Background: an optimization exercise with open tools, aiming at small area, a short achievable clock period and few clock cycles. Do not read the settings as production practice. Function was checked by simulation only, so behaviour that the tests miss may differ from the original. Power is estimated from default activity; no workload was simulated.

[design/flow/design.v]
module add32_bk(a, b, s);
	input [31:0] a, b;
	output [31:0] s;
	wire [31:0] p0 = a ^ b;
	wire [31:0] g0 = a & b;
	wire g_b0_1 = g0[1] | (p0[1] & g0[0]);
	wire p_b0_1 = p0[1] & p0[0];
	wire g_b0_3 = g0[3] | (p0[3] & g0[2]);
	wire p_b0_3 = p0[3] & p0[2];
	wire g_b0_5 = g0[5] | (p0[5] & g0[4]);
	wire p_b0_5 = p0[5] & p0[4];
	wire g_b0_7 = g0[7] | (p0[7] & g0[6]);
	wire p_b0_7 = p0[7] & p0[6];
	wire g_b0_9 = g0[9] | (p0[9] & g0[8]);
	wire p_b0_9 = p0[9] & p0[8];
	wire g_b0_11 = g0[11] | (p0[11] & g0[10]);
	wire p_b0_11 = p0[11] & p0[10];
	wire g_b0_13 = g0[13] | (p0[13] & g0[12]);
	wire p_b0_13 = p0[13] & p0[12];
	wire g_b0_15 = g0[15] | (p0[15] & g0[14]);
	wire p_b0_15 = p0[15] & p0[14];
	wire g_b0_17 = g0[17] | (p0[17] & g0[16]);
	wire p_b0_17 = p0[17] & p0[16];
	wire g_b0_19 = g0[19] | (p0[19] & g0[18]);
	wire p_b0_19 = p0[19] & p0[18];
	wire g_b0_21 = g0[21] | (p0[21] & g0[20]);
	wire p_b0_21 = p0[21] & p0[20];
	wire g_b0_23 = g0[23] | (p0[23] & g0[22]);
	wire p_b0_23 = p0[23] & p0[22];
	wire g_b0_25 = g0[25] | (p0[25] & g0[24]);
	wire p_b0_25 = p0[25] & p0[24];
	wire g_b0_27 = g0[27] | (p0[27] & g0[26]);
	wire p_b0_27 = p0[27] & p0[26];
	wire g_b0_29 = g0[29] | (p0[29] & g0[28]);
	wire p_b0_29 = p0[29] & p0[28];
	wire g_b0_31 = g0[31] | (p0[31] & g0[30]);
	wire p_b0_31 = p0[31] & p0[30];
	wire g_b1_3 = g_b0_3 | (p_b0_3 & g_b0_1);
	wire p_b1_3 = p_b0_3 & p_b0_1;
	wire g_b1_7 = g_b0_7 | (p_b0_7 & g_b0_5);
	wire p_b1_7 = p_b0_7 & p_b0_5;
	wire g_b1_11 = g_b0_11 | (p_b0_11 & g_b0_9);
	wire p_b1_11 = p_b0_11 & p_b0_9;
	wire g_b1_15 = g_b0_15 | (p_b0_15 & g_b0_13);
	wire p_b1_15 = p_b0_15 & p_b0_13;
	wire g_b1_19 = g_b0_19 | (p_b0_19 & g_b0_17);
	wire p_b1_19 = p_b0_19 & p_b0_17;
	wire g_b1_23 = g_b0_23 | (p_b0_23 & g_b0_21);
	wire p_b1_23 = p_b0_23 & p_b0_21;
	wire g_b1_27 = g_b0_27 | (p_b0_27 & g_b0_25);
	wire p_b1_27 = p_b0_27 & p_b0_25;
	wire g_b1_31 = g_b0_31 | (p_b0_31 & g_b0_29);
	wire p_b1_31 = p_b0_31 & p_b0_29;
	wire g_b2_7 = g_b1_7 | (p_b1_7 & g_b1_3);
	wire p_b2_7 = p_b1_7 & p_b1_3;
	wire g_b2_15 = g_b1_15 | (p_b1_15 & g_b1_11);
	wire p_b2_15 = p_b1_15 & p_b1_11;
	wire g_b2_23 = g_b1_23 | (p_b1_23 & g_b1_19);
	wire p_b2_23 = p_b1_23 & p_b1_19;
	wire g_b2_31 = g_b1_31 | (p_b1_31 & g_b1_27);
	wire p_b2_31 = p_b1_31 & p_b1_27;
	wire g_b3_15 = g_b2_15 | (p_b2_15 & g_b2_7);
	wire p_b3_15 = p_b2_15 & p_b2_7;
	wire g_b3_31 = g_b2_31 | (p_b2_31 & g_b2_23);
	wire p_b3_31 = p_b2_31 & p_b2_23;
	wire g_b4_31 = g_b3_31 | (p_b3_31 & g_b3_15);
	wire p_b4_31 = p_b3_31 & p_b3_15;
	wire g_r6_23 = g_b2_23 | (p_b2_23 & g_b3_15);
	wire p_r6_23 = p_b2_23 & p_b3_15;
	wire g_r7_11 = g_b1_11 | (p_b1_11 & g_b2_7);
	wire p_r7_11 = p_b1_11 & p_b2_7;
	wire g_r7_19 = g_b1_19 | (p_b1_19 & g_b3_15);
	wire p_r7_19 = p_b1_19 & p_b3_15;
	wire g_r7_27 = g_b1_27 | (p_b1_27 & g_r6_23);
	wire p_r7_27 = p_b1_27 & p_r6_23;
	wire g_r8_5 = g_b0_5 | (p_b0_5 & g_b1_3);
	wire p_r8_5 = p_b0_5 & p_b1_3;
	wire g_r8_9 = g_b0_9 | (p_b0_9 & g_b2_7);
	wire p_r8_9 = p_b0_9 & p_b2_7;
	wire g_r8_13 = g_b0_13 | (p_b0_13 & g_r7_11);
	wire p_r8_13 = p_b0_13 & p_r7_11;
	wire g_r8_17 = g_b0_17 | (p_b0_17 & g_b3_15);
	wire p_r8_17 = p_b0_17 & p_b3_15;
	wire g_r8_21 = g_b0_21 | (p_b0_21 & g_r7_19);
	wire p_r8_21 = p_b0_21 & p_r7_19;
	wire g_r8_25 = g_b0_25 | (p_b0_25 & g_r6_23);
	wire p_r8_25 = p_b0_25 & p_r6_23;
	wire g_r8_29 = g_b0_29 | (p_b0_29 & g_r7_27);
	wire p_r8_29 = p_b0_29 & p_r7_27;
	wire g_r9_2 = g0[2] | (p0[2] & g_b0_1);
	wire p_r9_2 = p0[2] & p_b0_1;
	wire g_r9_4 = g0[4] | (p0[4] & g_b1_3);
	wire p_r9_4 = p0[4] & p_b1_3;
	wire g_r9_6 = g0[6] | (p0[6] & g_r8_5);
	wire p_r9_6 = p0[6] & p_r8_5;
	wire g_r9_8 = g0[8] | (p0[8] & g_b2_7);
	wire p_r9_8 = p0[8] & p_b2_7;
	wire g_r9_10 = g0[10] | (p0[10] & g_r8_9);
	wire p_r9_10 = p0[10] & p_r8_9;
	wire g_r9_12 = g0[12] | (p0[12] & g_r7_11);
	wire p_r9_12 = p0[12] & p_r7_11;
	wire g_r9_14 = g0[14] | (p0[14] & g_r8_13);
	wire p_r9_14 = p0[14] & p_r8_13;
	wire g_r9_16 = g0[16] | (p0[16] & g_b3_15);
	wire p_r9_16 = p0[16] & p_b3_15;
	wire g_r9_18 = g0[18] | (p0[18] & g_r8_17);
	wire p_r9_18 = p0[18] & p_r8_17;
	wire g_r9_20 = g0[20] | (p0[20] & g_r7_19);
	wire p_r9_20 = p0[20] & p_r7_19;
	wire g_r9_22 = g0[22] | (p0[22] & g_r8_21);
	wire p_r9_22 = p0[22] & p_r8_21;
	wire g_r9_24 = g0[24] | (p0[24] & g_r6_23);
	wire p_r9_24 = p0[24] & p_r6_23;
	wire g_r9_26 = g0[26] | (p0[26] & g_r8_25);
	wire p_r9_26 = p0[26] & p_r8_25;
	wire g_r9_28 = g0[28] | (p0[28] & g_r7_27);
	wire p_r9_28 = p0[28] & p_r7_27;
	wire g_r9_30 = g0[30] | (p0[30] & g_r8_29);
	wire p_r9_30 = p0[30] & p_r8_29;
	assign s = p0 ^ {g_r9_30, g_r8_29, g_r9_28, g_r7_27, g_r9_26, g_r8_25, g_r9_24, g_r6_23, g_r9_22, g_r8_21, g_r9_20, g_r7_19, g_r9_18, g_r8_17, g_r9_16, g_b3_15, g_r9_14, g_r8_13, g_r9_12, g_r7_11, g_r9_10, g_r8_9, g_r9_8, g_b2_7, g_r9_6, g_r8_5, g_r9_4, g_b1_3, g_r9_2, g_b0_1, g0[0], 1'b0};
endmodule
module ror(out, in);
	parameter N = 1;
	input  [31:0] in;
	output [31:0] out;
	assign out = {in[N-1:0], in[31:N]};
endmodule
module lsigma(out, in);
	parameter SHIFT_BITS  	= 1;
	parameter ROTATE_BITS_0 = 1;
	parameter ROTATE_BITS_1 = 1;
	input  [31:0] in;
	output [31:0] out;
	wire [31:0] net [2:0];	 
	assign net[0] = in >> SHIFT_BITS;
	ror #(ROTATE_BITS_0) u1(net[1], in);
	ror #(ROTATE_BITS_1) u2(net[2], in);
	assign out = net[0] ^ net[1] ^ net[2];
endmodule
module usigma(out, in);
	parameter ROTATE_BITS_0 = 1;
	parameter ROTATE_BITS_1 = 1;
	parameter ROTATE_BITS_2 = 1;
	input  [31:0] in;
	output [31:0] out;
	wire [31:0] net [2:0];	 
	ror #(ROTATE_BITS_0) u0(net[0], in);
	ror #(ROTATE_BITS_1) u1(net[1], in);
	ror #(ROTATE_BITS_2) u2(net[2], in);
	assign out = net[0] ^ net[1] ^ net[2];
endmodule
module choice(out, a, b, c);
	input  [31:0] a, b, c;
	output [31:0] out;
	assign out = (a & b) | (~a & c);
endmodule
module majority(out, a, b, c);
	input  [31:0] a, b, c;
	output [31:0] out;
	assign out = (a & b) | (a & c) | (b & c);
endmodule
module constants(out, addr);
	input  [5:0]  addr;
	output [31:0] out;
	reg [31:0] cnst;
	always @* begin
		case(addr)
			00 : cnst = 32'h 428a2f98;
			01 : cnst = 32'h 71374491;
			02 : cnst = 32'h b5c0fbcf;
			03 : cnst = 32'h e9b5dba5;
			04 : cnst = 32'h 3956c25b;
			05 : cnst = 32'h 59f111f1;
			06 : cnst = 32'h 923f82a4;
			07 : cnst = 32'h ab1c5ed5;
			08 : cnst = 32'h d807aa98;
			09 : cnst = 32'h 12835b01;
			10 : cnst = 32'h 243185be;
			11 : cnst = 32'h 550c7dc3;
			12 : cnst = 32'h 72be5d74;
			13 : cnst = 32'h 80deb1fe;
			14 : cnst = 32'h 9bdc06a7;
			15 : cnst = 32'h c19bf174;
			16 : cnst = 32'h e49b69c1;
			17 : cnst = 32'h efbe4786;
			18 : cnst = 32'h 0fc19dc6;
			19 : cnst = 32'h 240ca1cc;
			20 : cnst = 32'h 2de92c6f;
			21 : cnst = 32'h 4a7484aa;
			22 : cnst = 32'h 5cb0a9dc;
			23 : cnst = 32'h 76f988da;
			24 : cnst = 32'h 983e5152;
			25 : cnst = 32'h a831c66d;
			26 : cnst = 32'h b00327c8;
			27 : cnst = 32'h bf597fc7;
			28 : cnst = 32'h c6e00bf3;
			29 : cnst = 32'h d5a79147;
			30 : cnst = 32'h 06ca6351;
			31 : cnst = 32'h 14292967;
			32 : cnst = 32'h 27b70a85;
			33 : cnst = 32'h 2e1b2138;
			34 : cnst = 32'h 4d2c6dfc;
			35 : cnst = 32'h 53380d13;
			36 : cnst = 32'h 650a7354;
			37 : cnst = 32'h 766a0abb;
			38 : cnst = 32'h 81c2c92e;
			39 : cnst = 32'h 92722c85;
			40 : cnst = 32'h a2bfe8a1;
			41 : cnst = 32'h a81a664b;
			42 : cnst = 32'h c24b8b70;
			43 : cnst = 32'h c76c51a3;
			44 : cnst = 32'h d192e819;
			45 : cnst = 32'h d6990624;
			46 : cnst = 32'h f40e3585;
			47 : cnst = 32'h 106aa070;
			48 : cnst = 32'h 19a4c116;
			49 : cnst = 32'h 1e376c08;
			50 : cnst = 32'h 2748774c;
			51 : cnst = 32'h 34b0bcb5;
			52 : cnst = 32'h 391c0cb3;
			53 : cnst = 32'h 4ed8aa4a;
			54 : cnst = 32'h 5b9cca4f;
			55 : cnst = 32'h 682e6ff3;
			56 : cnst = 32'h 748f82ee;
			57 : cnst = 32'h 78a5636f;
			58 : cnst = 32'h 84c87814;
			59 : cnst = 32'h 8cc70208;
			60 : cnst = 32'h 90befffa;
			61 : cnst = 32'h a4506ceb;
			62 : cnst = 32'h bef9a3f7;
			63 : cnst = 32'h c67178f2;
		endcase
	end
	assign out = cnst;
endmodule
module counter(addr, eoc, clk, soc_n, rd);
	input  clk, soc_n, rd;
	output eoc;
	output [5:0] addr;
	reg  Q0, Q1, Q2, Q3, Q4, Q5, Q6;
	wire dQ0, dQ1, dQ2, dQ3, dQ4, dQ5, dQ6;
	wire wQ0, wQ1, wQ2, wQ3, wQ4, wQ5, wQ6, eoc_n;
	always @(posedge clk) begin
		Q0 <= dQ0;
		Q1 <= dQ1;
		Q2 <= dQ2;
		Q3 <= dQ3;
		Q4 <= dQ4;
		Q5 <= dQ5;
		Q6 <= dQ6;
	end
	assign eoc_n = ~Q6;
	assign wQ0 = eoc_n | rd; 
	assign dQ0 = (wQ0 ^ Q0) & soc_n;
	assign wQ1 = wQ0 & Q0;
	assign dQ1 = (wQ1 ^ Q1) & soc_n;
	assign wQ2 = wQ1 & Q1;
	assign dQ2 = (wQ2 ^ Q2) & soc_n;
	assign wQ3 = wQ2 & Q2 & eoc_n;
	assign dQ3 = (wQ3 ^ Q3) & soc_n;
	assign wQ4 = wQ3 & Q3;
	assign dQ4 = (wQ4 ^ Q4) & soc_n;
	assign wQ5 = wQ4 & Q4;
	assign dQ5 = (wQ5 ^ Q5) & soc_n;
	assign wQ6 = wQ5 & Q5;
	assign dQ6 = (wQ6 ^ Q6) & soc_n;
	assign eoc  = Q6;
	assign addr = {Q5, Q4, Q3, Q2, Q1, Q0};
endmodule
module wvar(H_out, X_out, in, H0, clk, rst_n, soc, eoc);
	input  clk, rst_n, soc, eoc;
	input  [31:0] in, H0;
	output [31:0] H_out, X_out;
	reg  [31:0] A, A0;
	wire [31:0] dA, dA0, add_out;
	always @(posedge clk) begin
		A  <= dA;
		A0 <= dA0;
	end
	add2 u0(add_out, A, A0);
	assign dA0 = (~rst_n) ? H0 : (soc) ? add_out : A0;
	assign dA  = (~rst_n) ? 32'd 0 : (soc) ? add_out : (eoc) ? A : in;
	assign X_out = A;
	assign H_out = add_out;
endmodule
module expansion(out, in, clk, sel);
	input  clk, sel;
	input  [31:0] in;
	output [31:0] out;
	reg  [31:0] mem [0:15];
	wire [31:0] a00, a01, a09, a14;
	wire [31:0] mux_out, add_out, lsigma0_out, lsigma1_out;
	always @(posedge clk) begin
		mem[0]  <=  mem[1]; 
		mem[1]  <=  mem[2]; 
		mem[2]  <=  mem[3];
		mem[3]  <=  mem[4];
		mem[4]  <=  mem[5];
		mem[5]  <=  mem[6];
		mem[6]  <=  mem[7];
		mem[7]  <=  mem[8];
		mem[8]  <=  mem[9];
		mem[9]  <=  mem[10];
		mem[10] <=  mem[11];
		mem[11] <=  mem[12];
		mem[12] <=  mem[13];
		mem[13] <=  mem[14];
		mem[14] <=  mem[15];
		mem[15] <=  mux_out;
	end
	assign a00 = mem[0];
	assign a01 = mem[1];
	assign a09 = mem[9];
	assign a14 = mem[14];
	lsigma #(3,  7,  18) u0(lsigma0_out, a01);
	lsigma #(10, 17, 19) u1(lsigma1_out, a14);
	assign add_out = a00 + lsigma0_out + a09 + lsigma1_out;
	assign mux_out = (sel) ? add_out : in;
	assign out = mux_out;
endmodule
module compression(hash, msg, k, clk, rst_n, soc, eoc);
	localparam Ha_0 = 32'h6a09e667;
	localparam Hb_0 = 32'hbb67ae85;
	localparam Hc_0 = 32'h3c6ef372;
	localparam Hd_0 = 32'ha54ff53a;
	localparam He_0 = 32'h510e527f;
	localparam Hf_0 = 32'h9b05688c;
	localparam Hg_0 = 32'h1f83d9ab;
	localparam Hh_0 = 32'h5be0cd19;
	input  clk, rst_n, soc, eoc;
	input  [31:0]  msg, k;
	output [255:0] hash;
	wire [31:0] A, B, C, D, E, F, G, H;
	wire [31:0] Ha, Hb, Hc, Hd, He, Hf, Hg, Hh;
	wire [31:0] addMsg, addE, addA;
	wire [31:0] us0, us1, maj, ch;
	wvar 	 uA(Ha, A, addA, Ha_0, clk, rst_n, soc, eoc);
	wvar 	 uB(Hb, B,    A, Hb_0, clk, rst_n, soc, eoc);
	wvar 	 uC(Hc, C,    B, Hc_0, clk, rst_n, soc, eoc);
	wvar 	 uD(Hd, D,    C, Hd_0, clk, rst_n, soc, eoc);
	wvar 	 uE(He, E, addE, He_0, clk, rst_n, soc, eoc);
	wvar 	 uF(Hf, F,    E, Hf_0, clk, rst_n, soc, eoc);
	wvar 	 uG(Hg, G,    F, Hg_0, clk, rst_n, soc, eoc);
	wvar 	 uH(Hh, H,    G, Hh_0, clk, rst_n, soc, eoc);
	usigma #(6, 11, 25)  u0(us1, E);
	choice	 u1(ch, E, F, G);
	assign addMsg = msg + k + us1 + ch + H;
	assign addE = addMsg + D;
	usigma #(2, 13, 22)	 u4(us0, A);
	majority u5(maj, A, B, C);
	assign addA = us0 + maj + addMsg;	
	assign hash = {Ha, Hb, Hc, Hd, He, Hf, Hg, Hh};
endmodule
module SHA256(idata, odata, eoc, clk, rst, soc, rd, hash);
	input  clk, rst, soc, rd;
	input  [31:0] idata;
	output [31:0] odata;
	output eoc;
	output [255:0] hash;
	localparam [255:0] IV = {32'h6a09e667, 32'hbb67ae85, 32'h3c6ef372, 32'ha54ff53a,
	                         32'h510e527f, 32'h9b05688c, 32'h1f83d9ab, 32'h5be0cd19};
	reg        rst_r;
	reg  [6:0] cnt;
	reg  [2:0] ptr;                               
	reg        eoc_r;
	wire sat    = cnt[6] & cnt[1];                
	wire rnd    = (|cnt) & (~cnt[6] | (cnt[5:0] == 6'd0));  
	wire last   = cnt[6] & (cnt[5:0] == 6'd0);    
	wire fin    = cnt[6] & (cnt[5:0] == 6'd1);    
	wire ff     = (cnt == 7'd62) | (cnt == 7'd63);  
	wire load   = (cnt[6:3] == 4'd0) & (cnt[2:0] != 3'd0) & (cnt[2:0] <= 3'd4);  
	wire wsel   = |cnt[6:4];                       
	assign eoc = eoc_r;
	always @(posedge clk) begin
		rst_r <= rst;
		if (soc)
			cnt <= 7'd0;
		else if (!sat)
			cnt <= cnt + 7'd1;
		eoc_r <= ~soc & (sat | fin);
		if (soc)
			ptr <= 3'd1;
		else if (rd & eoc_r)
			ptr <= ptr + 3'd1;
	end
	reg  [31:0] w [0:15];
	wire [31:0] w1 = w[1], w14 = w[14];
	wire [31:0] ls0 = {w1[6:0], w1[31:7]} ^ {w1[17:0], w1[31:18]} ^ (w1 >> 3);
	wire [31:0] ls1 = {w14[16:0], w14[31:17]} ^ {w14[18:0], w14[31:19]} ^ (w14 >> 10);
	wire [31:0] x1s = w[0] ^ ls0 ^ w[9];
	wire [31:0] x1c = {(w[0][30:0] & ls0[30:0]) | (w[0][30:0] & w[9][30:0]) | (ls0[30:0] & w[9][30:0]), 1'b0};
	wire [31:0] x2s = x1s ^ x1c ^ ls1;
	wire [31:0] x2c = {(x1s[30:0] & x1c[30:0]) | (x1s[30:0] & ls1[30:0]) | (x1c[30:0] & ls1[30:0]), 1'b0};
	wire [31:0] wexp;
	add32_bk uwx(x2s, x2c, wexp);
	integer i;
	always @(posedge clk) begin
		for (i = 0; i < 15; i = i + 1)
			w[i] <= w[i+1];
		w[15] <= wsel ? wexp : idata;
	end
	reg [31:0] k;                 
	always @(posedge clk) begin
		case (cnt[5:0])
			   6'd0: k <= 32'h428a2f98;     6'd1: k <= 32'h71374491;     6'd2: k <= 32'hb5c0fbcf;     6'd3: k <= 32'he9b5dba5;
			   6'd4: k <= 32'h3956c25b;     6'd5: k <= 32'h59f111f1;     6'd6: k <= 32'h923f82a4;     6'd7: k <= 32'hab1c5ed5;
			   6'd8: k <= 32'hd807aa98;     6'd9: k <= 32'h12835b01;    6'd10: k <= 32'h243185be;    6'd11: k <= 32'h550c7dc3;
			  6'd12: k <= 32'h72be5d74;    6'd13: k <= 32'h80deb1fe;    6'd14: k <= 32'h9bdc06a7;    6'd15: k <= 32'hc19bf174;
			  6'd16: k <= 32'he49b69c1;    6'd17: k <= 32'hefbe4786;    6'd18: k <= 32'h0fc19dc6;    6'd19: k <= 32'h240ca1cc;
			  6'd20: k <= 32'h2de92c6f;    6'd21: k <= 32'h4a7484aa;    6'd22: k <= 32'h5cb0a9dc;    6'd23: k <= 32'h76f988da;
			  6'd24: k <= 32'h983e5152;    6'd25: k <= 32'ha831c66d;    6'd26: k <= 32'hb00327c8;    6'd27: k <= 32'hbf597fc7;
			  6'd28: k <= 32'hc6e00bf3;    6'd29: k <= 32'hd5a79147;    6'd30: k <= 32'h06ca6351;    6'd31: k <= 32'h14292967;
			  6'd32: k <= 32'h27b70a85;    6'd33: k <= 32'h2e1b2138;    6'd34: k <= 32'h4d2c6dfc;    6'd35: k <= 32'h53380d13;
			  6'd36: k <= 32'h650a7354;    6'd37: k <= 32'h766a0abb;    6'd38: k <= 32'h81c2c92e;    6'd39: k <= 32'h92722c85;
			  6'd40: k <= 32'ha2bfe8a1;    6'd41: k <= 32'ha81a664b;    6'd42: k <= 32'hc24b8b70;    6'd43: k <= 32'hc76c51a3;
			  6'd44: k <= 32'hd192e819;    6'd45: k <= 32'hd6990624;    6'd46: k <= 32'hf40e3585;    6'd47: k <= 32'h106aa070;
			  6'd48: k <= 32'h19a4c116;    6'd49: k <= 32'h1e376c08;    6'd50: k <= 32'h2748774c;    6'd51: k <= 32'h34b0bcb5;
			  6'd52: k <= 32'h391c0cb3;    6'd53: k <= 32'h4ed8aa4a;    6'd54: k <= 32'h5b9cca4f;    6'd55: k <= 32'h682e6ff3;
			  6'd56: k <= 32'h748f82ee;    6'd57: k <= 32'h78a5636f;    6'd58: k <= 32'h84c87814;    6'd59: k <= 32'h8cc70208;
			  6'd60: k <= 32'h90befffa;    6'd61: k <= 32'ha4506ceb;    6'd62: k <= 32'hbef9a3f7;  default: k <= 32'hc67178f2;
		endcase
	end
	reg  [31:0] A, B, C, D, E, F, G, H;
	reg  [31:0] X0, X1, X2, X3, Y0, Y1, Y2, Y3;
	wire [31:0] xs;
	add32_bk uxs(X3, A, xs);
	wire [31:0] ys;
	add32_bk uys(Y3, E, ys);
	always @(posedge clk) begin
		X0 <= X1;
		X1 <= X2;
		X2 <= ff ? xs : X3;
		X3 <= load ? D : X0;
		Y0 <= Y1;
		Y1 <= Y2;
		Y2 <= ff ? ys : Y3;
		Y3 <= load ? H : Y0;
	end
	wire [31:0] wt  = w[15];
	wire [31:0] S1  = {E[5:0], E[31:6]} ^ {E[10:0], E[31:11]} ^ {E[24:0], E[31:25]};
	wire [31:0] S0  = {A[1:0], A[31:2]} ^ {A[12:0], A[31:13]} ^ {A[21:0], A[31:22]};
	wire [31:0] ch  = (E & F) | (~E & G);
	wire [31:0] mj  = (A & B) | (A & C) | (B & C);
	wire [31:0] t0s = H ^ k ^ wt;
	wire [31:0] t0c = {(H[30:0] & k[30:0]) | (H[30:0] & wt[30:0]) | (k[30:0] & wt[30:0]), 1'b0};
	wire [31:0] a1s = t0s ^ t0c ^ ch;
	wire [31:0] a1c = {(t0s[30:0] & t0c[30:0]) | (t0s[30:0] & ch[30:0]) | (t0c[30:0] & ch[30:0]), 1'b0};
	wire [31:0] a2s = mj ^ S1 ^ S0;
	wire [31:0] a2c = {(mj[30:0] & S1[30:0]) | (mj[30:0] & S0[30:0]) | (S1[30:0] & S0[30:0]), 1'b0};
	wire [31:0] a3s = a1s ^ a1c ^ a2s;
	wire [31:0] a3c = {(a1s[30:0] & a1c[30:0]) | (a1s[30:0] & a2s[30:0]) | (a1c[30:0] & a2s[30:0]), 1'b0};
	wire [31:0] a4s = a3s ^ a3c ^ a2c;
	wire [31:0] a4c = {(a3s[30:0] & a3c[30:0]) | (a3s[30:0] & a2c[30:0]) | (a3c[30:0] & a2c[30:0]), 1'b0};
	wire [31:0] an; add32_bk uan(a4s, a4c, an);
	wire [31:0] e1s = D ^ ch ^ S1;
	wire [31:0] e1c = {(D[30:0] & ch[30:0]) | (D[30:0] & S1[30:0]) | (ch[30:0] & S1[30:0]), 1'b0};
	wire [31:0] e2s = t0s ^ t0c ^ e1s;
	wire [31:0] e2c = {(t0s[30:0] & t0c[30:0]) | (t0s[30:0] & e1s[30:0]) | (t0c[30:0] & e1s[30:0]), 1'b0};
	wire [31:0] e3s = e2s ^ e2c ^ e1c;
	wire [31:0] e3c = {(e2s[30:0] & e2c[30:0]) | (e2s[30:0] & e1c[30:0]) | (e2c[30:0] & e1c[30:0]), 1'b0};
	wire [31:0] en; add32_bk uen(e3s, e3c, en);
	always @(posedge clk) begin
		if (rst_r) begin
			{A, B, C, D, E, F, G, H} <= IV;
		end else if (rnd) begin
			A <= an;
			B <= last ? xs : A;
			C <= last ? X2 : B;
			D <= last ? X1 : C;
			E <= en;
			F <= last ? ys : E;
			G <= last ? Y2 : F;
			H <= last ? Y1 : G;
		end else if (fin) begin
			A <= xs;
			E <= ys;
		end
	end
	assign hash = {A, B, C, D, E, F, G, H};
	reg [31:0] mux_out, odata_r;
	always @* begin
		case (ptr)
			3'd0: mux_out = A;
			3'd1: mux_out = B;
			3'd2: mux_out = C;
			3'd3: mux_out = D;
			3'd4: mux_out = E;
			3'd5: mux_out = F;
			3'd6: mux_out = G;
			default: mux_out = H;
		endcase
	end
	always @(posedge clk) begin
		if (fin)
			odata_r <= xs;
		else if (rd & eoc_r)
			odata_r <= mux_out;
	end
	assign odata = odata_r;
endmodule
[design/flow/flow/run.sh]
#!/bin/bash
set -euo pipefail
bash standard.sh "DONT_USE_CELLS=sky130_fd_sc_hd__probe_p_8 sky130_fd_sc_hd__probec_p_8 sky130_fd_sc_hd__lpflow_bleeder_1 sky130_fd_sc_hd__lpflow_clkbufkapwr_1 sky130_fd_sc_hd__lpflow_clkbufkapwr_16 sky130_fd_sc_hd__lpflow_clkbufkapwr_2 sky130_fd_sc_hd__lpflow_clkbufkapwr_4 sky130_fd_sc_hd__lpflow_clkbufkapwr_8 sky130_fd_sc_hd__lpflow_clkinvkapwr_1 sky130_fd_sc_hd__lpflow_clkinvkapwr_16 sky130_fd_sc_hd__lpflow_clkinvkapwr_2 sky130_fd_sc_hd__lpflow_clkinvkapwr_4 sky130_fd_sc_hd__lpflow_clkinvkapwr_8 sky130_fd_sc_hd__lpflow_decapkapwr_12 sky130_fd_sc_hd__lpflow_decapkapwr_3 sky130_fd_sc_hd__lpflow_decapkapwr_4 sky130_fd_sc_hd__lpflow_decapkapwr_6 sky130_fd_sc_hd__lpflow_decapkapwr_8 sky130_fd_sc_hd__lpflow_inputiso0n_1 sky130_fd_sc_hd__lpflow_inputiso0p_1 sky130_fd_sc_hd__lpflow_inputiso1n_1 sky130_fd_sc_hd__lpflow_inputiso1p_1 sky130_fd_sc_hd__lpflow_inputisolatch_1 sky130_fd_sc_hd__lpflow_isobufsrc_1 sky130_fd_sc_hd__lpflow_isobufsrc_16 sky130_fd_sc_hd__lpflow_isobufsrc_2 sky130_fd_sc_hd__lpflow_isobufsrc_4 sky130_fd_sc_hd__lpflow_isobufsrc_8 sky130_fd_sc_hd__lpflow_isobufsrckapwr_16 sky130_fd_sc_hd__lpflow_lsbuf_lh_hl_isowell_tap_1 sky130_fd_sc_hd__lpflow_lsbuf_lh_hl_isowell_tap_2 sky130_fd_sc_hd__lpflow_lsbuf_lh_hl_isowell_tap_4 sky130_fd_sc_hd__lpflow_lsbuf_lh_isowell_4 sky130_fd_sc_hd__lpflow_lsbuf_lh_isowell_tap_1 sky130_fd_sc_hd__lpflow_lsbuf_lh_isowell_tap_2 sky130_fd_sc_hd__lpflow_lsbuf_lh_isowell_tap_4  sky130_fd_sc_hd__fa_1 sky130_fd_sc_hd__fa_2 sky130_fd_sc_hd__fa_4 sky130_fd_sc_hd__ha_1 sky130_fd_sc_hd__ha_2 sky130_fd_sc_hd__ha_4" SETUP_SLACK_MARGIN=7.0 > standard.log 2>&1
[design/flow/standard.sh]
#!/bin/bash
# synth_recipe.tcl (not shown) runs the flow's synth.tcl, then flattens the netlist and writes it again
# the make line also repeats each setting of config.mk as NAME=value (left out here)
make -C /OpenROAD-flow-scripts/flow DESIGN_CONFIG=/design/flow/config.mk WORK_HOME=/design/flow/orfs CLKGATE_MAP_FILE= SYNTH_SCRIPT=/design/flow/synth_recipe.tcl "${@:-finish}"
[design/flow/config.mk]
export PLATFORM = sky130hd
export DESIGN_NAME = SHA256
export DESIGN_NICKNAME = SHA256
export VERILOG_FILES = /design/flow/design.v
export SDC_FILE = /design/flow/constraint.sdc
export NUM_CORES = 4
export LEC_CHECK = 0
export ABC_AREA = 1
export CAP_MARGIN = 20
export CORE_MARGIN = 2
export CORE_UTILIZATION = 40
export SLEW_MARGIN = 20
[design/flow/constraint.sdc]
create_clock -name core_clock -period 11.0 [get_ports {clk}]
set_input_delay 2.2000 -clock core_clock [delete_from_list [all_inputs] [get_ports {clk}]]
set_output_delay 2.2000 -clock core_clock [all_outputs]
set_load 0.01 [all_outputs]
==> results of run 1 <==
-- final cells by class --
cell class | instances | area (µm²) | area share (%)
Antenna cell | 4 | 10.0 | 0.0152
Multi-Input combinational cell | 5554 | 28800 | 43.9
Sequential cell | 1100 | 22800 | 34.6
Clock buffer | 163 | 3280 | 4.99
Clock inverter | 57 | 786 | 1.19
Inverter | 946 | 3640 | 5.53
Tap cell | 1794 | 2240 | 3.41
Timing Repair Buffer | 439 | 4170 | 6.35
-- cell usage after synthesis (37+ instances only) --
| cell type | instances |
|---|---|
| nand2_1 | 2507 |
| dfxtp_1 | 1068 |
| inv_1 | 881 |
| o21ai_0 | 562 |
| nand3_1 | 427 |
| a21oi_1 | 354 |
| nor2_1 | 351 |
| xor2_1 | 307 |
| xnor2_1 | 195 |
| clkbuf_1 | 194 |
| o211ai_1 | 127 |
| nand2_2 | 116 |
| o22ai_1 | 82 |
| inv_2 | 49 |
| a31oi_1 | 42 |
| or2_2 | 37 |
-- how the worst max path moves through the flow --
stage | startpoint | end | slack (ps) | cells past startpoint
after global routing | E[11] | A[31] | 6920 | 37
after floorplan | rd | odata_r[0] | 7590 | 2
after detailed placement | cnt[1] | E[19] | 6260 | 12
after global placement | cnt[1] | E[19] | 6260 | 12
final | B[2] | hash[194] | 7010 | 1
after CTS | C[30] | hash[190] | 7000 | 1
-- logic make-up (layout without fill, tap and decap cells) --
logic type	after synthesis	count (layout)	share of synthesized area [%]
and+or+nand+nor	3613	3613	27.0
AOI/OAI and AO/OA	1395	1395	14.7
buffers and inverters	1224	1605	8.85
DFF	1100	1100	40.2
xor gates and xnor gates	542	542	9.12
muxes	4	4	0.0788
other	0	4	0
-- per-layer routing --
layer,routed length (µm),share of wire (%)
met1,98900,41
met2,103000,43
met3,20400,8.6
met4,16300,6.9
met5,57,0.024
-- power by group --
group | internal [mW] | switching, mW
sequential | 4.62 | 0.653
combinational | 5.73 | 10.9
clock | 2.37 | 1.77
-- repair_timing --
item / in CTS / in global routing
buffers inserted: 33 / 25
pin swaps: 0 / 8
setup endpoints to repair: 357 / 114
endpoints found under the hold margin: 0 / 0
resized for setup: 322 / 195
==> impl_metrics.yaml, run 1 <==
timing:
  whs_ps: 288
  skew_ps: 56.9
  period_share_pct: 36.3
  rsz0062_at_grt: "true"
  tightest_slew_ps: 1170
  finalSetupViolCount: 0
  hold_violations: 0
  fmax_ghz: 0.251
  min_period_ps: 3990
  setup_slack_ps: 7010
  max-slew-margin-rel_pct: 21.6
  tns_ps: 0
  drv_slew: 0
global_routing:
  grt_pass1_wl_mm: 337
  grt_pass1_vias: 50011
  antenna_found_initial: 18
  grtUsageMet3_pct: 5.55
  globalRouteTotalUtil_pct: 32.7
  use_met2_pct: 50.8
  grt_max_degree: 131
  use_met1_pct: 42.6
  overflow: 0
  grt.busiest_layer: "met2"
logic_synthesis:
  synth_area_um2: 55600
  synth_top_area_share_pct: 38.5
  async_flop_share_pct: 0
  ys_seq_area_share_pct: 40.2
  yosysTopAreaCell: "dfxtp_1"
  yosysUniqueCellTypes: 77
  synth_edf_count: 32
  avgSynthCellArea_um2: 7.06
  synth-warning-count: 2
  syn-num-nets: 7914
  synth.top_cells.by_area: "dfxtp_1 (38%), nand2_1 (17%), inv_1 (5.9%)"
  synth-seq-cells: 1100
  syn_inst: 7878
  synth-main-ff-cell: "dfxtp_1"
cells_and_area:
  most-common-layout-cells: "nand2_1 (2,480), dfxtp_1 (887), inv_1 (859)"
  final_cells: 10057
  drive_above_1_share_pct: 11.5
  fin_nets: 8193
  largest_reg_flops: 512
  final_util_pct: 47.8
  final_area_um2: 65800
  final_common_cell: "nand2_1"
  syn_to_final_growth_pct: 18.3
  fillers: 13807
  regMostFlops: "w"
floorplan:
  die_w_um: 377
  rows: 136
  ios: 325
  start_util_pct: 40.4
  core_region_area_um2: 138000
  die_area_um2: 142000
  die_h_um: 377
clock_network:
  cts_max_path_buffers: 3
  clk_root_buffer_cell: "clkbuf_16"
  path_clk_slew_ps: 60
  tritoncts: "yes"
  clock_sinks: 1100
  insertion_delay_ps: 790
  htreeDepth: 3
  cts_made_buffers: 116
  ctsHoldBuffers: 0
power:
  cellPowerDensity_nw_per_um2: 396
  design_power_total_mw: 26.1
  p_leak_nw: 32.0
  ir_drop_v: 0.000293
drt:
  via_per_inst: 5.38
  routed_wl_mm: 239
  final_antenna_net_count: 0
  drtIter0Drc: 5695
  dr.pass1.iters: 6
  num_vias: 54072
  drc_errors: 0
  wl_per_cell_um: 23.7
flow_run:
  maxCapViolCount: 0
worst_setup_path:
  rr_startpoint: "E[25]"
  slowest_stage: "clkdlybuf4s50_1"
  r2r-end: "A[13]"
  rrSetupSlack_ps: 7180
  critPathKind: "reg2out"
  worst_ep_arrival_time_ps: 1790
  cp.buffers_inverters: 1
  max_stage_delay_ps: 660
  cp.required_ps: 8800
  worst_setup_path_start_kind: "flip-flop"
  critPathMaxFanout: 3
  crit_family: "buffers and inverters"
  reg2reg_depth: 22
  crit_path_cell_trace: "clkdlybuf4s50_1"
  endpoint_kind: "output port"
min_path:
  hp-class: "reg2reg"
  hold_path_end: "w[11][24]"
  min_from: "w[12][24]"
  hold_depth: 0
place:
  dp.cells: 9775
  post-place-ws_ps: 6260
  place.gp.congestion: 1.01
  place_area_um2: 60200
  port_buffers: 324
  hpwl_mm: 183
status:
  outcome: "timing/DRC/antenna clean"
Testbench counts, summed over its fixed seeds: cycles 19,902.
==> inputs of run 2 (changes only) <==
--- a/design/flow/config.mk
+++ b/design/flow/config.mk
@@ -11,2 +11,3 @@
 export CORE_UTILIZATION = 40
+export CTS_BUF_LIST = sky130_fd_sc_hd__clkbuf_8
 export SLEW_MARGIN = 20
==> impl_metrics.yaml, run 2 <==
status:
  outcome: "timing/DRC/antenna clean"
cells_and_area:
  final_util_pct: 47.9
  most-common-layout-cells: "nand2_1 (2,478), inv_1 (905), dfxtp_1 (878)"
  regMostFlops: "w"
  fin_nets: 8278
  final_area_um2: 66000
  drive_above_1_share_pct: 13.3
  final_cells: 10204
  final_common_cell: "nand2_1"
  syn_to_final_growth_pct: 18.6
  largest_reg_flops: 512
clock_network:
  cts_made_buffers: 182
  htreeDepth: 4
  cts_max_path_buffers: 3
  insertion_delay_ps: 980
  clock_sinks: 1100
  ctsHoldBuffers: 0
  tritoncts: "yes"
  clk_root_buffer_cell: "clkbuf_8"
  path_clk_slew_ps: 60
floorplan:
  die_area_um2: 142000
  die_h_um: 377
  rows: 136
  ios: 325
  die_w_um: 377
  core_region_area_um2: 138000
  start_util_pct: 40.4
timing:
  setup_slack_ps: 7040
  drv_slew: 0
  max-slew-margin-rel_pct: 21.1
  tns_ps: 0
  finalSetupViolCount: 0
  min_period_ps: 3960
  tightest_slew_ps: 1180
  period_share_pct: 36.0
  skew_ps: 59.2
  hold_violations: 0
  rsz0062_at_grt: "true"
  fmax_ghz: 0.252
worst_setup_path:
  critPathKind: "reg2out"
  reg2reg_depth: 25
  rrSetupSlack_ps: 7130
  critPathMaxFanout: 2
  startpoint: "E[6]"
  crit_path_end: "hash[102]"
  endpoint_kind: "output port"
  worst_ep_arrival_time_ps: 1760
  worst_setup_path_start_kind: "flip-flop"
  rr_startpoint: "E[11]"
  r2r-end: "A[13]"
  cp.required_ps: 8800
drt:
  via_per_inst: 5.36
  drtIter0Drc: 5807
  num_vias: 54655
  dr.pass1.iters: 6
  routed_wl_mm: 240
  final_antenna_net_count: 0
  drc_errors: 0
  wl_per_cell_um: 23.5
global_routing:
  grtUsageMet3_pct: 6.19
  grt_max_degree: 131
  use_met2_pct: 50.5
  overflow: 0
  globalRouteTotalUtil_pct: 32.9
  grt_pass1_wl_mm: 340
  antenna_found_initial: 32
  use_met1_pct: 42.5
  grt_pass1_vias: 50447
  grt.busiest_layer: "met2"
logic_synthesis:
  ys_seq_area_share_pct: 40.2
  avgSynthCellArea_um2: 7.06
  synth-seq-cells: 1100
  synth.top_cells.by_area: "dfxtp_1 (38%), nand2_1 (17%), inv_1 (5.9%)"
  async_flop_share_pct: 0
  synth_top_area_share_pct: 38.5
  synth.most_common_cell: "nand2_1"
  syn_inst: 7878
  synth_edf_count: 32
  yosysTopAreaCell: "dfxtp_1"
  synth_area_um2: 55600
  synthTopCellsByCount: "nand2_1 (2,507), dfxtp_1 (1,068), inv_1 (881), o21ai_0 (562), nand3_1 (427)"
  synth-warning-count: 2
  syn-num-nets: 7914
  synth-main-ff-cell: "dfxtp_1"
  yosysUniqueCellTypes: 77
place:
  hpwl_mm: 183
  port_buffers: 324
  post-place-ws_ps: 6260
  place_area_um2: 60200
  place.gp.congestion: 1.01
  dp.cells: 9775
power:
  ir_drop_v: 0.000324
  cellPowerDensity_nw_per_um2: 398
  p_leak_nw: 32.7
min_path:
  hp-class: "reg2reg"
flow_run:
  maxCapViolCount: 0
==> run 2: how the worst min path moves through the flow <==
stage               slack [ps]  startpoint        end  depth (start not counted)
floorplan                  310    w[11][0]   w[10][0]                          0
global placement           310   w[12][12]  w[11][12]                          0
detailed placement         310    w[11][8]   w[10][8]                          0
CTS                        270    w[10][6]    w[9][6]                          0
global route               280     w[8][6]    w[7][6]                          0
finish                     290    w[10][6]    w[9][6]                          0
==> run 2: cells by family after synthesis <==
family | synth area share (%)
multiplexers | 0.0788
flip-flops | 40.2
AO/OA/AOI/OAI | 14.7
AND/OR/NAND/NOR | 27.0
buffers and inverters | 8.85
XOR/XNOR | 9.12
==> run 2: metal layers <==
| layer | share of wire [%] | wire (µm) |
|---|---|---|
| met2 | 43 | 103000 |
| met5 | 0.024 | 57 |
| met3 | 8.7 | 20900 |
| met1 | 41 | 99200 |
| met4 | 7.2 | 17200 |
==> run 2: final cells by class <==
cell class / count / area (µm²)
tap: 1794 / 2240
multi-input combinational: 5554 / 28900
timing repair buffer: 458 / 4080
clock inverter: 106 / 1100
inverter: 946 / 3630
fill: 13839 / 71700
sequential: 1100 / 22800
antenna: 13 / 32.5
clock buffer: 233 / 3210
==> run 2: stage by stage <==
stage                     hold slack, ps  power [mW]
final                                286        26.2
after CTS                            273        25.5
after floorplan                      310        17.2
after detailed placement             312        21.1
after global placement               310        21.0
after global routing                 283        28.3
==> run 2: worst max-delay path, stage by stage, from the launching register on <==
cell and delay (ps):
dfxtp_2 330, buf_6 130, buf_12 130, clkdlybuf4s15_2 240
==> run 2: what timing repair did <==
item,in CTS,in global routing
cloned,0,0
pin swaps,0,17
setup endpoints to repair,457,87
gates resized for setup,655,171
buffers inserted,49,28
==> run 2: where the power goes <==
group	internal [mW]	total (mW)	leakage [nW]	switching (mW)
sequential	4.63	5.23	9.27	0.601
combinational	5.76	16.8	21.1	11.1
clock	2.31	4.19	2.37	1.88
total	12.7	26.2	32.7	13.5
==> inputs of run 3 (changes only) <==
==> design/flow/flow/run.sh (replaced) <==
#!/bin/bash
set -euo pipefail
bash standard.sh "DONT_USE_CELLS=sky130_fd_sc_hd__probe_p_8 sky130_fd_sc_hd__probec_p_8 sky130_fd_sc_hd__lpflow_bleeder_1 sky130_fd_sc_hd__lpflow_clkbufkapwr_1 sky130_fd_sc_hd__lpflow_clkbufkapwr_16 sky130_fd_sc_hd__lpflow_clkbufkapwr_2 sky130_fd_sc_hd__lpflow_clkbufkapwr_4 sky130_fd_sc_hd__lpflow_clkbufkapwr_8 sky130_fd_sc_hd__lpflow_clkinvkapwr_1 sky130_fd_sc_hd__lpflow_clkinvkapwr_16 sky130_fd_sc_hd__lpflow_clkinvkapwr_2 sky130_fd_sc_hd__lpflow_clkinvkapwr_4 sky130_fd_sc_hd__lpflow_clkinvkapwr_8 sky130_fd_sc_hd__lpflow_decapkapwr_12 sky130_fd_sc_hd__lpflow_decapkapwr_3 sky130_fd_sc_hd__lpflow_decapkapwr_4 sky130_fd_sc_hd__lpflow_decapkapwr_6 sky130_fd_sc_hd__lpflow_decapkapwr_8 sky130_fd_sc_hd__lpflow_inputiso0n_1 sky130_fd_sc_hd__lpflow_inputiso0p_1 sky130_fd_sc_hd__lpflow_inputiso1n_1 sky130_fd_sc_hd__lpflow_inputiso1p_1 sky130_fd_sc_hd__lpflow_inputisolatch_1 sky130_fd_sc_hd__lpflow_isobufsrc_1 sky130_fd_sc_hd__lpflow_isobufsrc_16 sky130_fd_sc_hd__lpflow_isobufsrc_2 sky130_fd_sc_hd__lpflow_isobufsrc_4 sky130_fd_sc_hd__lpflow_isobufsrc_8 sky130_fd_sc_hd__lpflow_isobufsrckapwr_16 sky130_fd_sc_hd__lpflow_lsbuf_lh_hl_isowell_tap_1 sky130_fd_sc_hd__lpflow_lsbuf_lh_hl_isowell_tap_2 sky130_fd_sc_hd__lpflow_lsbuf_lh_hl_isowell_tap_4 sky130_fd_sc_hd__lpflow_lsbuf_lh_isowell_4 sky130_fd_sc_hd__lpflow_lsbuf_lh_isowell_tap_1 sky130_fd_sc_hd__lpflow_lsbuf_lh_isowell_tap_2 sky130_fd_sc_hd__lpflow_lsbuf_lh_isowell_tap_4  sky130_fd_sc_hd__fa_1 sky130_fd_sc_hd__fa_2 sky130_fd_sc_hd__fa_4 sky130_fd_sc_hd__ha_1 sky130_fd_sc_hd__ha_2 sky130_fd_sc_hd__ha_4" SETUP_SLACK_MARGIN=7.0 "CTS_ARGS=-sink_clustering_enable -repair_clock_nets -dont_use_dummy_load" > standard.log 2>&1
--- a/design/flow/config.mk
+++ b/design/flow/config.mk
@@ -10,4 +10,3 @@
 export CORE_MARGIN = 2
-export CORE_UTILIZATION = 40
-export CTS_BUF_LIST = sky130_fd_sc_hd__clkbuf_8
+export CORE_UTILIZATION = 55
 export SLEW_MARGIN = 20
==> impl_metrics.yaml, run 3 <==
status:
  outcome: "timing/DRC/antenna clean"
timing:
  period_share_pct: 36.5
  tns_ps: 0
  rsz0062_at_grt: "true"
  setup_slack_ps: 6990
  finalSetupViolCount: 0
  fmax_ghz: 0.249
  tightest_slew_ps: 1230
  max-slew-margin-rel_pct: 18.2
  hold_violations: 0
  skew_ps: 116
  whs_ps: 280
  min_period_ps: 4010
  drv_slew: 0
floorplan:
  ios: 325
  die_area_um2: 104000
  start_util_pct: 55.5
  rows: 116
  core_region_area_um2: 100000
  die_w_um: 322
  die_h_um: 322
logic_synthesis:
  avgSynthCellArea_um2: 7.06
  synth.most_common_cell: "nand2_1"
  yosysUniqueCellTypes: 77
  synth-warning-count: 2
  syn_inst: 7878
  synth-main-ff-cell: "dfxtp_1"
  synth.top_cells.by_area: "dfxtp_1 (38%), nand2_1 (17%), inv_1 (5.9%)"
  syn-num-nets: 7914
  synth-seq-cells: 1100
  ys_seq_area_share_pct: 40.2
  synth_edf_count: 32
  synth_top_area_share_pct: 38.5
  async_flop_share_pct: 0
  synth_area_um2: 55600
  yosysTopAreaCell: "dfxtp_1"
  synthTopCellsByCount: "nand2_1 (2,507), dfxtp_1 (1,068), inv_1 (881), o21ai_0 (562), nand3_1 (427)"
worst_setup_path:
  max_stage_delay_ps: 610
  critPathMaxFanout: 4
  endpoint_kind: "output port"
  crit_family: "buffers and inverters"
  rr_startpoint: "cnt[0]"
  slowest_stage: "clkdlybuf4s50_1"
  crit_path_cell_trace: "clkdlybuf4s50_1"
  worst_ep_arrival_time_ps: 1810
  cp.required_ps: 8800
  r2r-end: "odata_r[16]"
  rrSetupSlack_ps: 7180
  reg2reg_depth: 13
  critPathKind: "reg2out"
  cp.buffers_inverters: 1
  worst_setup_path_start_kind: "flip-flop"
place:
  place_area_um2: 59600
  hpwl_mm: 168
  place.gp.congestion: 1.03
  post-place-ws_ps: 6510
  port_buffers: 324
clock_network:
  cts_made_buffers: 108
  clock_sinks: 1100
  ctsHoldBuffers: 0
  insertion_delay_ps: 750
  cts_max_path_buffers: 3
  tritoncts: "yes"
  path_clk_slew_ps: 60
  clk_root_buffer_cell: "clkbuf_16"
  htreeDepth: 3
drt:
  final_antenna_net_count: 0
  num_vias: 54883
  drtIter0Drc: 6172
  wl_per_cell_um: 23.6
  via_per_inst: 5.83
  routed_wl_mm: 222
  dr.pass1.iters: 7
  drc_errors: 0
cells_and_area:
  regArea_um2: 22600
  most-common-layout-cells: "nand2_1 (2,476), dfxtp_1 (948), inv_1 (866)"
  syn_to_final_growth_pct: 13.8
  fin_nets: 8149
  regMostFlops: "w"
  multi_input_area_um2: 28700
  fillers: 8948
  final_area_um2: 63300
  final_common_cell: "nand2_1"
  largest_reg_flops: 512
  drive_above_1_share_pct: 9.35
global_routing:
  grt_pass1_wl_mm: 315
  overflow: 0
  grt_max_degree: 173
  grt_pass1_vias: 50217
  antenna_found_initial: 11
  globalRouteTotalUtil_pct: 41.3
min_path:
  hp-class: "reg2reg"
  hold_path_end: "w[4][23]"
  hold_depth: 0
  min_from: "w[5][23]"
flow_run:
  maxCapViolCount: 0
power:
  ir_drop_v: 0.000346
  p_leak_nw: 31.2
  design_power_total_mw: 24.6
  cellPowerDensity_nw_per_um2: 389
==> run 3: timing repair <==
item                                    4_1_cts  5_1_grt
buffers inserted                              6       20
gates cloned                                  0        1
endpoints found under the setup margin      236      202
pin swaps                                     0        4
gates resized for setup                     156      147
==> run 3: metrics by stage <==
| stage | util [%] | cells |
|---|---|---|
| 5_1_grt | 63.2 | 9409 |
| 3_5_place_dp | 59.5 | 9274 |
| 4_1_cts | 62.5 | 9388 |
| 2_1_floorplan | - | 7878 |
| 3_3_place_gp | 59.5 | 9273 |
| 6_report | 63.2 | 9416 |
==> run 3: kinds of logic after synthesis <==
family	share of synthesized area, %
xor gates and xnor gates	9.12
AOI/OAI and AO/OA	14.7
DFF	40.2
muxes	0.0788
buffers and inverters	8.85
and+or+nand+nor	27.0
==> run 3: worst max-delay path by stage <==
| stage | startpoint | to | slack (ps) | cells past startpoint |
|---|---|---|---|---|
| CTS | D[19] | hash[147] | 7000 | 1 |
| global route | H[3] | A[31] | 6930 | 35 |
| finish | D[13] | hash[141] | 6990 | 1 |
| detailed placement | cnt[0] | odata_r[3] | 6510 | 13 |
| floorplan | rd | odata_r[0] | 7590 | 2 |
| global placement | cnt[4] | E[10] | 6580 | 15 |
==> run 3: worst register-to-register path, cell delays in order, from the launching register on <==
cell and delay (ps):
dfxtp_2 490, clkinv_2 250, nor2_1 240, inv_1 90, nor2_1 220, inv_1 100
nor2_1 100, inv_1 110, nor2_4 100, buf_6 420, clkinv_1 300, buf_4 350
nand2_4 420, buf_6 310
==> run 3: metal layers <==
| metal | GRT usage, % | up-vias | part of all wire [%] |
|---|---|---|---|
| met5 | 0 | - | 0.034 |
| met4 | 27.1 | 8 | 7.7 |
| li1 | - | 25561 | - |
| met2 | 63.7 | 3132 | 43 |
| met3 | 8.71 | 791 | 11 |
| met1 | 52.3 | 25391 | 38 |
==> run 3: layout make-up <==
cell class,count,share of cell area [%]
Multi-Input combinational cell,5554,45.4
Sequential cell,1100,35.7
Timing Repair Buffer,403,6.25
Inverter,946,5.71
Clock buffer,108,4.27
Tap cell,1298,2.57
Antenna cell,7,0.0277
==> run 3: where the power goes <==
part	switching [mW]	total [mW]	internal, mW
combinational	10.4	16.0	5.67
clock	1.48	3.19	1.71
sequential	0.747	5.36	4.62
==> inputs of run 4 (changes only) <==
==> design/flow/flow/run.sh (replaced) <==
#!/bin/bash
set -euo pipefail
bash standard.sh "DONT_USE_CELLS=sky130_fd_sc_hd__probe_p_8 sky130_fd_sc_hd__probec_p_8 sky130_fd_sc_hd__lpflow_bleeder_1 sky130_fd_sc_hd__lpflow_clkbufkapwr_1 sky130_fd_sc_hd__lpflow_clkbufkapwr_16 sky130_fd_sc_hd__lpflow_clkbufkapwr_2 sky130_fd_sc_hd__lpflow_clkbufkapwr_4 sky130_fd_sc_hd__lpflow_clkbufkapwr_8 sky130_fd_sc_hd__lpflow_clkinvkapwr_1 sky130_fd_sc_hd__lpflow_clkinvkapwr_16 sky130_fd_sc_hd__lpflow_clkinvkapwr_2 sky130_fd_sc_hd__lpflow_clkinvkapwr_4 sky130_fd_sc_hd__lpflow_clkinvkapwr_8 sky130_fd_sc_hd__lpflow_decapkapwr_12 sky130_fd_sc_hd__lpflow_decapkapwr_3 sky130_fd_sc_hd__lpflow_decapkapwr_4 sky130_fd_sc_hd__lpflow_decapkapwr_6 sky130_fd_sc_hd__lpflow_decapkapwr_8 sky130_fd_sc_hd__lpflow_inputiso0n_1 sky130_fd_sc_hd__lpflow_inputiso0p_1 sky130_fd_sc_hd__lpflow_inputiso1n_1 sky130_fd_sc_hd__lpflow_inputiso1p_1 sky130_fd_sc_hd__lpflow_inputisolatch_1 sky130_fd_sc_hd__lpflow_isobufsrc_1 sky130_fd_sc_hd__lpflow_isobufsrc_16 sky130_fd_sc_hd__lpflow_isobufsrc_2 sky130_fd_sc_hd__lpflow_isobufsrc_4 sky130_fd_sc_hd__lpflow_isobufsrc_8 sky130_fd_sc_hd__lpflow_isobufsrckapwr_16 sky130_fd_sc_hd__lpflow_lsbuf_lh_hl_isowell_tap_1 sky130_fd_sc_hd__lpflow_lsbuf_lh_hl_isowell_tap_2 sky130_fd_sc_hd__lpflow_lsbuf_lh_hl_isowell_tap_4 sky130_fd_sc_hd__lpflow_lsbuf_lh_isowell_4 sky130_fd_sc_hd__lpflow_lsbuf_lh_isowell_tap_1 sky130_fd_sc_hd__lpflow_lsbuf_lh_isowell_tap_2 sky130_fd_sc_hd__lpflow_lsbuf_lh_isowell_tap_4  sky130_fd_sc_hd__fa_1 sky130_fd_sc_hd__fa_2 sky130_fd_sc_hd__fa_4 sky130_fd_sc_hd__ha_1 sky130_fd_sc_hd__ha_2 sky130_fd_sc_hd__ha_4" SETUP_SLACK_MARGIN=7.0 "CTS_ARGS=-sink_clustering_enable -repair_clock_nets -dont_use_dummy_load" "BUFFER_PORTS_ARGS=-buffer_cell sky130_fd_sc_hd__buf_2" > standard.log 2>&1
==> impl_metrics.yaml, run 4 <==
clock_network:
  tritoncts: "yes"
  htreeDepth: 3
  ctsHoldBuffers: 0
  insertion_delay_ps: 740
  cts_made_buffers: 109
  clk_root_buffer_cell: "clkbuf_16"
  cts_max_path_buffers: 3
  path_clk_slew_ps: 60
  clock_sinks: 1100
timing:
  drv_slew: 0
  hold_violations: 0
  rsz0062_at_grt: "true"
  whs_ps: 281
  tightest_slew_ps: 1190
  finalSetupViolCount: 0
  tns_ps: 0
  fmax_ghz: 0.255
  period_share_pct: 35.7
  min_period_ps: 3930
  skew_ps: 97.5
  max-slew-margin-rel_pct: 20.8
global_routing:
  grt_pass1_vias: 49370
  antenna_found_initial: 15
  grt_max_degree: 153
  overflow: 0
  globalRouteTotalUtil_pct: 41.0
  grt_pass1_wl_mm: 313
place:
  port_buffers: 324
  place.gp.congestion: 1.03
  place_area_um2: 58000
  hpwl_mm: 167
  dp.cells: 9271
cells_and_area:
  fillers: 9233
  regMostFlops: "w"
  final_cells: 9413
  largest_reg_flops: 512
  fin_nets: 8147
  final_common_cell: "nand2_1"
  syn_to_final_growth_pct: 10.8
  drive_above_1_share_pct: 13.1
  final_util_pct: 61.5
  most-common-layout-cells: "nand2_1 (2,481), dfxtp_1 (971), inv_1 (862)"
  final_area_um2: 61600
power:
  p_int_mw: 11.8
  ir_drop_v: 0.000556
  cellPowerDensity_nw_per_um2: 395
  p_leak_nw: 31.1
  pwr-share-seq_pct: 22.3
  swShare_pct: 51.4
  power.clock.fraction_pct: 13.1
  comb_power_share_pct: 64.6
  p_sw_mw: 12.5
logic_synthesis:
  yosysUniqueCellTypes: 77
  synth_edf_count: 32
  synthTopCellsByCount: "nand2_1 (2,507), dfxtp_1 (1,068), inv_1 (881), o21ai_0 (562), nand3_1 (427)"
  syn_inst: 7878
  yosysTopAreaCell: "dfxtp_1"
  synth-warning-count: 2
  avgSynthCellArea_um2: 7.06
  ys_seq_area_share_pct: 40.2
  synth.top_cells.by_area: "dfxtp_1 (38%), nand2_1 (17%), inv_1 (5.9%)"
  synth-main-ff-cell: "dfxtp_1"
  synth-seq-cells: 1100
  synth_area_um2: 55600
  syn-num-nets: 7914
  synth_top_area_share_pct: 38.5
  synth.most_common_cell: "nand2_1"
  async_flop_share_pct: 0
worst_setup_path:
  cp.required_ps: 11530
  worst_setup_path_start_kind: "flip-flop"
  r2r-end: "A[18]"
  slowest_stage: "buf_6"
  endpoint_kind: "flip-flop"
  rr_startpoint: "cnt[4]"
  critPathKind: "reg2reg"
  cp.buffers_inverters: 8
  worst_ep_arrival_time_ps: 4460
  critPathMaxFanout: 78
  rrSetupSlack_ps: 7070
  max_stage_delay_ps: 520
  reg2reg_depth: 13
  crit_family: "buffers and inverters"
  crit_path_cell_trace: "buf_4, nor2_2, buf_4, inv_2, nor2_4, inv_2, o21ai_4, buf_6, buf_6, buf_8, o22ai_1, o21ai_0, inv_1"
floorplan:
  die_w_um: 322
  start_util_pct: 55.5
  die_area_um2: 104000
  die_h_um: 322
  ios: 325
  rows: 116
  core_region_area_um2: 100000
drt:
  drc_errors: 0
  wl_per_cell_um: 23.3
  num_vias: 54550
  final_antenna_net_count: 0
  drtIter0Drc: 6541
  via_per_inst: 5.80
  routed_wl_mm: 219
  dr.pass1.iters: 9
min_path:
  hold_path_end: "X0[14]"
  hold_depth: 0
  min_from: "X1[14]"
  hp-class: "reg2reg"
flow_run:
  maxCapViolCount: 0
status:
  outcome: "timing/DRC/antenna clean"
[run 4: power by group through the flow]
stage          Sequential [mW]  Clock (mW)  Combinational, mW
2_1_floorplan             4.97           0               12.2
3_3_place_gp              5.39           0               14.7
3_5_place_dp              5.40           0               15.0
4_1_cts                   5.33        3.21               15.1
5_1_grt                   5.43        3.37               17.5
6_report                  5.41        3.19               15.7
[run 4: worst max-delay path by stage]
stage,startpoint,to,cells past startpoint
2_1_floorplan,rd,odata_r[0],2
3_3_place_gp,cnt[0],odata_r[6],12
3_5_place_dp,cnt[2],A[4],11
4_1_cts,cnt[2],A[18],12
5_1_grt,cnt[4],A[18],13
6_report,cnt[4],A[18],13
[run 4: routing by layer]
| metal | GRT usage (%) | share of wire (%) | vias up |
|---|---|---|---|
| li1 | - | - | 25530 |
| met1 | 52.6 | 39 | 25278 |
| met2 | 61.8 | 42 | 3014 |
| met3 | 9.76 | 11 | 720 |
| met4 | 26.4 | 7.4 | 8 |
| met5 | 0 | 0.021 | - |
[run 4: cell families after synthesis]
logic type      share of synthesized area [%]
simple gates                             27.0
flops                                    40.2
xor+xnor                                 9.12
buf+inv                                  8.85
mux                                    0.0788
compound gates                           14.7
[run 4: metrics by stage]
| stage | power [mW] | setup slack, ps |
|---|---|---|
| 2_1_floorplan | 17.2 | 7590 |
| 3_3_place_gp | 20.1 | 6270 |
| 3_5_place_dp | 20.4 | 6260 |
| 4_1_cts | 23.7 | 6970 |
| 5_1_grt | 26.3 | 6900 |
| 6_report | 24.3 | 7070 |
[run 4: final cells by class]
cell class                      instances  area (µm²)  area share [%]
Antenna cell                            6        15.0          0.0244
Clock buffer                          109        2730            4.43
Inverter                              946        3640            5.91
Multi-Input combinational cell       5554       28800            46.7
Sequential cell                      1100       22600            36.6
Tap cell                             1298        1620            2.64
Timing Repair Buffer                  400        2270            3.69
[run 4: what timing repair did]
| item | in CTS | in global routing |
|---|---|---|
| endpoints found under the setup margin | 257 | 249 |
| buffers inserted | 1 | 26 |
| pin swaps | 0 | 8 |
| resized for setup | 47 | 220 |
==> inputs of run 5 (changes only) <==
==> design/flow/flow/run.sh (replaced) <==
#!/bin/bash
set -euo pipefail
bash standard.sh "DONT_USE_CELLS=sky130_fd_sc_hd__probe_p_8 sky130_fd_sc_hd__probec_p_8 sky130_fd_sc_hd__lpflow_bleeder_1 sky130_fd_sc_hd__lpflow_clkbufkapwr_1 sky130_fd_sc_hd__lpflow_clkbufkapwr_16 sky130_fd_sc_hd__lpflow_clkbufkapwr_2 sky130_fd_sc_hd__lpflow_clkbufkapwr_4 sky130_fd_sc_hd__lpflow_clkbufkapwr_8 sky130_fd_sc_hd__lpflow_clkinvkapwr_1 sky130_fd_sc_hd__lpflow_clkinvkapwr_16 sky130_fd_sc_hd__lpflow_clkinvkapwr_2 sky130_fd_sc_hd__lpflow_clkinvkapwr_4 sky130_fd_sc_hd__lpflow_clkinvkapwr_8 sky130_fd_sc_hd__lpflow_decapkapwr_12 sky130_fd_sc_hd__lpflow_decapkapwr_3 sky130_fd_sc_hd__lpflow_decapkapwr_4 sky130_fd_sc_hd__lpflow_decapkapwr_6 sky130_fd_sc_hd__lpflow_decapkapwr_8 sky130_fd_sc_hd__lpflow_inputiso0n_1 sky130_fd_sc_hd__lpflow_inputiso0p_1 sky130_fd_sc_hd__lpflow_inputiso1n_1 sky130_fd_sc_hd__lpflow_inputiso1p_1 sky130_fd_sc_hd__lpflow_inputisolatch_1 sky130_fd_sc_hd__lpflow_isobufsrc_1 sky130_fd_sc_hd__lpflow_isobufsrc_16 sky130_fd_sc_hd__lpflow_isobufsrc_2 sky130_fd_sc_hd__lpflow_isobufsrc_4 sky130_fd_sc_hd__lpflow_isobufsrc_8 sky130_fd_sc_hd__lpflow_isobufsrckapwr_16 sky130_fd_sc_hd__lpflow_lsbuf_lh_hl_isowell_tap_1 sky130_fd_sc_hd__lpflow_lsbuf_lh_hl_isowell_tap_2 sky130_fd_sc_hd__lpflow_lsbuf_lh_hl_isowell_tap_4 sky130_fd_sc_hd__lpflow_lsbuf_lh_isowell_4 sky130_fd_sc_hd__lpflow_lsbuf_lh_isowell_tap_1 sky130_fd_sc_hd__lpflow_lsbuf_lh_isowell_tap_2 sky130_fd_sc_hd__lpflow_lsbuf_lh_isowell_tap_4  sky130_fd_sc_hd__fa_1 sky130_fd_sc_hd__fa_2 sky130_fd_sc_hd__fa_4 sky130_fd_sc_hd__ha_1 sky130_fd_sc_hd__ha_2 sky130_fd_sc_hd__ha_4" SETUP_SLACK_MARGIN=7.4 "CTS_ARGS=-sink_clustering_enable -repair_clock_nets -dont_use_dummy_load" "BUFFER_PORTS_ARGS=-buffer_cell sky130_fd_sc_hd__buf_2" > standard.log 2>&1
==> impl_metrics.yaml, run 5 <==
global_routing:
  grt_pass1_wl_mm: 316
  grt_pass1_vias: 49950
  globalRouteTotalUtil_pct: 41.3
  grt_max_degree: 153
  antenna_found_initial: 16
power:
  ir_drop_v: 0.000558
  cellPowerDensity_nw_per_um2: 397
  design_power_total_mw: 25.8
  p_leak_nw: 32.3
worst_setup_path:
  startpoint: "E[25]"
  slowest_stage: "dfxtp_4"
  crit_path_cell_trace: "buf_4, buf_4, buf_2"
  worst_ep_arrival_time_ps: 1600
  critPathKind: "reg2out"
  max_stage_delay_ps: 480
  critPathMaxFanout: 6
  endpoint_kind: "output port"
  crit_path_frequent_cell: "buf_4"
  rr_startpoint: "E[4]"
  crit_family: "flip-flops"
status:
  outcome: "timing/DRC/antenna clean"
drt:
  wl_per_cell_um: 23.7
  drc_errors: 0
  routed_wl_mm: 227
  wl_met2_mm: 95.5
  drtIter0Drc: 6757
  final_antenna_net_count: 0
  num_vias: 55843
  dr.pass1.iters: 9
  via_per_inst: 5.84
flow_run:
  maxCapViolCount: 0
place:
  hpwl_mm: 167
  port_buffers: 324
  place_area_um2: 58000
  dp.cells: 9271
clock_network:
  tritoncts: "yes"
  cts_made_buffers: 109
  htreeDepth: 3
  clock_sinks: 1100
  cts_max_path_buffers: 3
  insertion_delay_ps: 740
cells_and_area:
  most-common-layout-cells: "nand2_1 (2,337), dfxtp_1 (903), inv_1 (839)"
  final_area_um2: 65000
  fin_nets: 8299
  drive_above_1_share_pct: 19.2
  largest_reg_flops: 512
  final_cells: 9561
  final_common_cell: "nand2_1"
timing:
  tns_ps: 0
  min_period_ps: 3800
  tightest_slew_ps: 1180
  finalSetupViolCount: 0
  max-slew-margin-rel_pct: 21.3
  whs_ps: 281
  period_share_pct: 34.6
  setup_slack_ps: 7200
  skew_ps: 102
min_path:
  min_from: "X1[14]"
  hp-class: "reg2reg"
logic_synthesis:
  syn-num-nets: 7914
  synth_edf_count: 32
  synth_area_um2: 55600
  synth_top_area_share_pct: 38.5
  synthTopCellsByCount: "nand2_1 (2,507), dfxtp_1 (1,068), inv_1 (881), o21ai_0 (562), nand3_1 (427)"
  synth-main-ff-cell: "dfxtp_1"
  syn_inst: 7878
  synth.most_common_cell: "nand2_1"
  yosysTopAreaCell: "dfxtp_1"
floorplan:
  die_h_um: 322
  core_region_area_um2: 100000
  die_area_um2: 104000
==> run 5: layout make-up <==
| cell class | count | area [µm²] |
|---|---|---|
| Fill cell | 8848 | 35200 |
| Timing Repair inverter | 1 | 11.3 |
| Sequential cell | 1100 | 22800 |
| Tap cell | 1298 | 1620 |
| Multi-Input combinational cell | 5554 | 30400 |
| Antenna cell | 2 | 5.00 |
| Clock buffer | 109 | 2730 |
| Inverter | 946 | 3720 |
| Timing Repair Buffer | 551 | 3700 |
==> run 5: worst register-to-register path, cell delays in order (launching register included) <==
cell	delay [ps]
dfxtp_4	420
buf_4	190
o21ai_2	290
nand2_2	100
nand2_2	90
xor2_2	220
xor2_1	230
nand2_1	110
nand2_2	130
xor2_2	190
nor2_1	80
nand2_1	60
nand2_1	70
a21oi_2	190
nand2_4	100
nand2_2	90
nand2_4	100
nand2_1	100
nand2_1	90
nand2_1	110
nand2_1	60
nand2_1	100
nand2_1	70
xnor2_1	130
o21ai_1	130
a21oi_1	70
==> run 5: layer usage <==
metal,vias to the layer above,global-route usage [%]
met5,-,0
met3,796,10.4
met4,10,26.5
met1,25871,52.5
met2,3333,62.4
li1,25833,-
==> run 5: cells by family (layout without fill, tap and decap cells) <==
group                     Yosys count  after routing  synth area share (%)
DFF                              1100           1100                  40.2
and+or+nand+nor                  3613           3613                  27.0
muxes                               4              4                0.0788
buffers and inverters            1224           1607                  8.85
AOI/OAI and AO/OA                1395           1395                  14.7
other                               0              2                     0
xor gates and xnor gates          542            542                  9.12
==> run 5: where the power goes <==
group	switching, mW	internal [mW]	total [mW]	leakage, nW
combinational	11.0	6.19	17.2	21.7
sequential	0.707	4.62	5.33	9.28
clock	1.49	1.72	3.21	1.34
total	13.2	12.5	25.8	32.3
==> run 5: what timing repair did <==
item | CTS | global route
pin swaps | 9 | 132
endpoints found under the hold margin | 0 | 0
resized for setup | 320 | 540
endpoints found under the setup margin | 425 | 285
buffers inserted | 35 | 139
gates cloned | 0 | 4
hold buffers | 0 | 0
==> run 5: final timing paths <==
| check | depth (start not counted) | slack (ps) | endpoint |
|---|---|---|---|
| worst min register to register | 0 | 280 | X0[14] |
| worst min-delay path | 0 | 280 | X0[14] |
| worst max register to register | 25 | 7300 | E[23] |
| worst max-delay path | 3 | 7200 | hash[121] |

[re-timing with driven ports]
How much do the figures lean on ideal ports? The routed layouts below were timed once more, with nothing changed but the port constraints. Step 1: set_driving_cell puts a clkbuf_16 on clk and a buf_2 on each other input, an assumption about the parent block. Step 2, shift: input delay + t, output delay - t, t = (earliest + latest rising clock arrival at the registers) / 2. This alone moves slack from input paths to output paths. a / b / c = no drivers / after step 1 / after step 2; a / b = the first two.
run	shift t [ns]	setup slack, ns
run 1	0.851	7.009 / 6.920 / 6.934
run 2	1.018	7.036 / 6.967 / 6.941
run 3	0.774	6.990 / 6.912 / 6.841
run 4	0.774	7.074 / 7.074 / 7.074
run 5	0.780	7.198 / 7.114 / 7.304
After both steps setup and hold are still met in every run listed.
